From an optimization exercise on the open Yosys and OpenROAD flow, aimed at small area and a short achievable clock period; shortcuts taken in it are not production practice. Power figures rest on the tool's default switching activity, not on a simulated workload.

==> flow/design.v (excerpt) <==
module alu(
		input  FPUCLK,
		input  [31:0] A, B,
		input  [2:0]  CTRL,
		output reg [31:0] OUT
	);
Settings: LEC_CHECK=0, ABC_AREA=1, CAP_MARGIN=20, CORE_MARGIN=2, CORE_UTILIZATION=40, SETUP_SLACK_MARGIN=2.5, SLEW_MARGIN=20; clock period 5.5 ns.
run.sh (not shown) runs the stock make flow with config.mk's settings and CLKGATE_MAP_FILE= SYNTH_SCRIPT=/design/flow/synth_recipe.tcl, a recipe that flattens the netlist after the stock synthesis.
The baseline completed with no timing, DRC or antenna violations.
==> next run, changes <==
SETUP_SLACK_MARGIN = 3.3   (was 2.5)
Effect:
- The new run completed without violations
- routed wire length grows by 7.4%
- hold slack barely changes
- synthesized area is unchanged
- sequential share of layout area went down by 2.7 points
==> next run, changes <==
ABC_AREA = default   (was 1)
SETUP_SLACK_MARGIN = 2.5   (was 3.3)
Result:
- routed wire length came out lower by 23%
- worst setup slack gets worse by 0.68 ns
- total power falls by 8.8%
- global-route usage decreases by 2.7 points
- sequential share of layout area climbs by 2.4 points
- cell area came out lower by 8.0%
- non-clock buffer count decreases by 33
- core utilization is lower by 1.3 points
- cell count came out lower by 24%
==> next run, changes <==
SETUP_SLACK_MARGIN = 3.0   (was 2.5)
- final area climbs by a little under a tenth
- synthesized area stays the same
- worst hold slack is about the same
- flip-flop and latch count does not change
- power increases by roughly a tenth
- setup slack got worse by 0.0090 ns
- fmax stays flat
- die area stays the same
- via count rises by a few percent
- wire length came out higher by a few percent
- global-route usage goes up by 0.57 points
No functional check of the RTL was part of any run of this note.

== job 9772 ==
alu, a different RTL version from the one above (not shown whole).
Size in the first run: roughly 1,500 cells after synthesis, roughly 190 flip-flops, ~100 I/O pins.
Design alu, start of the top module:
module alu(
		input  FPUCLK,
		input  [31:0] A, B,
		input  [2:0]  CTRL,
		output reg [31:0] OUT
	);
	wire        v_in = (CTRL[2:1] == 2'b00);
	wire [31:0] ca = {A[30:0], 1'b0}, cb = {B[30:0], 1'b0};
	wire [31:0] cg0 = ca & ~cb, cl0 = ~ca & cb;
	wire [15:0] cg1, cl1;
	wire [7:0]  cg2, cl2;
	wire [3:0]  cg3, cl3;
	wire [1:0]  cg4, cl4;
	genvar ci;
	generate
		for (ci = 0; ci < 16; ci = ci + 1) begin : c1
			assign cg1[ci] = cg0[2*ci+1] | (~cl0[2*ci+1] & cg0[2*ci]);
			assign cl1[ci] = cl0[2*ci+1] | (~cg0[2*ci+1] & cl0[2*ci]);
		end
		for (ci = 0; ci < 8; ci = ci + 1) begin : c2
			assign cg2[ci] = cg1[2*ci+1] | (~cl1[2*ci+1] & cg1[2*ci]);
			assign cl2[ci] = cl1[2*ci+1] | (~cg1[2*ci+1] & cl1[2*ci]);
		end
		for (ci = 0; ci < 4; ci = ci + 1) begin : c3
			assign cg3[ci] = cg2[2*ci+1] | (~cl2[2*ci+1] & cg2[2*ci]);
			assign cl3[ci] = cl2[2*ci+1] | (~cg2[2*ci+1] & cl2[2*ci]);
		end
		for (ci = 0; ci < 2; ci = ci + 1) begin : c4
			assign cg4[ci] = cg3[2*ci+1] | (~cl3[2*ci+1] & cg3[2*ci]);
			assign cl4[ci] = cl3[2*ci+1] | (~cg3[2*ci+1] & cl3[2*ci]);
		end
	endgenerate
	wire        agb  = ~(cl4[1] | (~cg4[1] & cl4[0]));	 
	wire        ageb = ~cl3[3];					 
	wire [7:0]  dab  = A[30:23] - B[30:23];
	wire [7:0]  dba  = B[30:23] - A[30:23];
	wire [7:0]  d    = ageb ? dab : dba;
	wire [4:0]  d5   = (d[7:5] != 3'b000) ? 5'd31 : d[4:0];
	reg  [22:0] ma0, mb0;
	reg  [7:0]  e0;
	reg  [4:0]  d0;
	reg         sa0, sb0, agb0, nagb0, v0;
	always @(posedge FPUCLK) begin
		ma0  <= A[22:0];
		mb0  <= B[22:0];
		e0   <= ageb ? A[30:23] : B[30:23];
		d0   <= d5;
		sa0  <= A[31];
		sb0  <= B[31] ^ CTRL[0];		 
		agb0 <= agb;
		nagb0 <= ~agb;			 
		v0   <= v_in;
	end
	wire [22:0] x1  = agb0 ? ma0 : mb0;	 
	wire [22:0] y1  = nagb0 ? ma0 : mb0;	 
	wire        sub = sa0 ^ sb0;
	wire [23:0] ys1 = {1'b1, y1} >> d0;
	reg  [22:0] xm1;
	reg  [23:0] ym1;
	reg  [7:0]  e1;
	reg         s1, sub1, v1;
	always @(posedge FPUCLK) begin
		xm1  <= x1;
		ym1  <= ys1 ^ {24{sub}};
		e1   <= e0;
		s1   <= agb0 ? sa0 : sb0;
		sub1 <= sub;
		v1   <= v0;
	end
	wire [25:0] sum2 = {2'b01, xm1, 1'b1} + {1'b0, ym1, sub1};
  ...
clock: 5.5 ns
lec_check: 0
abc_area: 1
cap_margin: 20
core_margin: 2
core_utilization: 40
setup_slack_margin: 2.9
slew_margin: 20
standard.sh (not shown) runs the stock make flow with config.mk's settings and CLKGATE_MAP_FILE= SYNTH_SCRIPT=/design/flow/synth_recipe.tcl, a recipe that flattens the netlist after the stock synthesis.
==> flow/flow/run.sh <==
#!/bin/bash
set -euo pipefail
bash standard.sh \
  "BUFFER_PORTS_ARGS=-buffer_cell sky130_fd_sc_hd__buf_2" \
  finish > make_finish.log 2>&1
What job 308 does differently from job 9772 at the input level:
- swapping 2.9 for 3.0 in SETUP_SLACK_MARGIN
[summary]
- Clock power on job 308 is ahead of job 9772.
- Compared job 308 vs job 9772, and global-route usage is up in job 308.
- The worst hold margin of job 9772 and that of job 308 are within noise of each other.
- Sequential fraction of design power in job 308 is 0.4 points higher than in job 9772
- Pre-CTS setup slack, job 308 and job 9772, higher one = job 308.
- Post-place instance area was lower in job 9772 than in job 308.
Setup changes, job 308 to job 5454
- changing SETUP_SLACK_MARGIN from 3.0 to 3.2
--- outcome ---
- Between job 308 and job 5454, the sequential cell area in the final layout figures differ only marginally.
- Going from job 308 to job 5454, hold slack grows by 0.0066 ns.
- A cell with the largest stage delay on the worst path of sky130_fd_sc_hd__dfxtp_1 is what job 5454 shows, while sky130_fd_sc_hd__dfxtp_2 belongs to job 308.
- Compared with job 308, in job 5454 final design instance area without fill grew by 3.0%; synthesized area held steady.
- More vias were needed by job 5454 than by job 308.
- Looking at count of clock buffers in the final design, job 5454 sits 4 above job 308.
- The highest clock frequency the design can meet of job 5454 exceeds that of job 308 by about 1.9%.
--- input diff job 5454..job 5493 ---
- SETUP_SLACK_MARGIN: 3.2 -> 3.1
==> results.txt <==
- Looking only at global-route usage over all layers, and setting everything else aside, the lower value of job 5454 and job 5493 goes to job 5493.
- Relative contribution of sequential cells to total power, job 5454 and job 5493, lower one = job 5454.
- Taking job 5454 as the reference, in job 5493 met3 wirelength from detailed routing rose by 150 microns; sequential share of layout area rose by 0.78 points; multi-input gate share of total cell area rose by 0.56 points; part of the total power dissipated in combinational logic rose by 0.6 points; routed metal-1 wirelength fell by about 2.8%.
The inputs of job 7949 differ from those of job 5493 as listed below.
- swapping 3.1 for 3.3 in SETUP_SLACK_MARGIN
==> results.txt <==
Diff job 5493..job 7949 | count of multi-input gates | negligible. Relative to job 5493, job 7949 degrades final area. Job 7949 vs job 5493 — routed wire length climbed by a few percent. Relative to job 5493, setup slack has gone up in job 7949. Changes observed in job 7949 relative to job 5493: share of the clock period used by the worst path after layout went down, final cell count has increased.
No run of this note included a check of the RTL's function; only the layout flow was run.

## port drivers added, routing unchanged
The flow's constraints put no driver on any port. The routed layouts listed below were extracted and timed again, unchanged, in two steps. Step 1 (the two cells are an assumption about what drives the block):
set clk [get_ports {FPUCLK}]
set_driving_cell -lib_cell sky130_fd_sc_hd__clkbuf_16 $clk
set_driving_cell -lib_cell sky130_fd_sc_hd__buf_2 [delete_from_list [all_inputs] $clk]
Step 2 adds t to the input delays and takes it off the output delays; t is the mean of the earliest and latest rising clock arrival at the registers after step 1. Input paths then give back, and output paths get back, about the clock's delay inside the block. Three values: ideal ports, drivers, drivers and shift; two values: the first two.
run | t, ns | slack for setup (ns) | worst register clock-pin slew, ns
the first run of note 1 | 0.470 | 2.633 / 2.639 / 2.179 | 0.07 / 0.07
the second run of note 1 | 0.476 | 3.032 / 3.032 / 2.721 | 0.08 / 0.08
the third run of note 1 | 0.484 | 2.347 / 2.347 / 2.018 | 0.08 / 0.08
the fourth run of note 1 | 0.472 | 2.338 / 2.338 / 1.981 | 0.08 / 0.08
job 9772 | 0.475 | 2.844 / 2.844 / 2.605 | 0.08 / 0.08
job 308 | 0.478 | 2.950 / 2.950 / 2.654 | 0.09 / 0.09
job 5454 | 0.475 | 2.996 / 2.996 / 2.654 | 0.07 / 0.07
job 5493 | 0.478 | 2.976 / 2.976 / 2.743 | 0.08 / 0.08
job 7949 | 0.474 | 3.003 / 3.003 / 2.759 | 0.08 / 0.08
After both steps setup and hold are still met in every run listed. The setup slack of the first run of note 1, which loses most, moves by +0.006 ns with the drivers and by -0.454 ns with both steps.
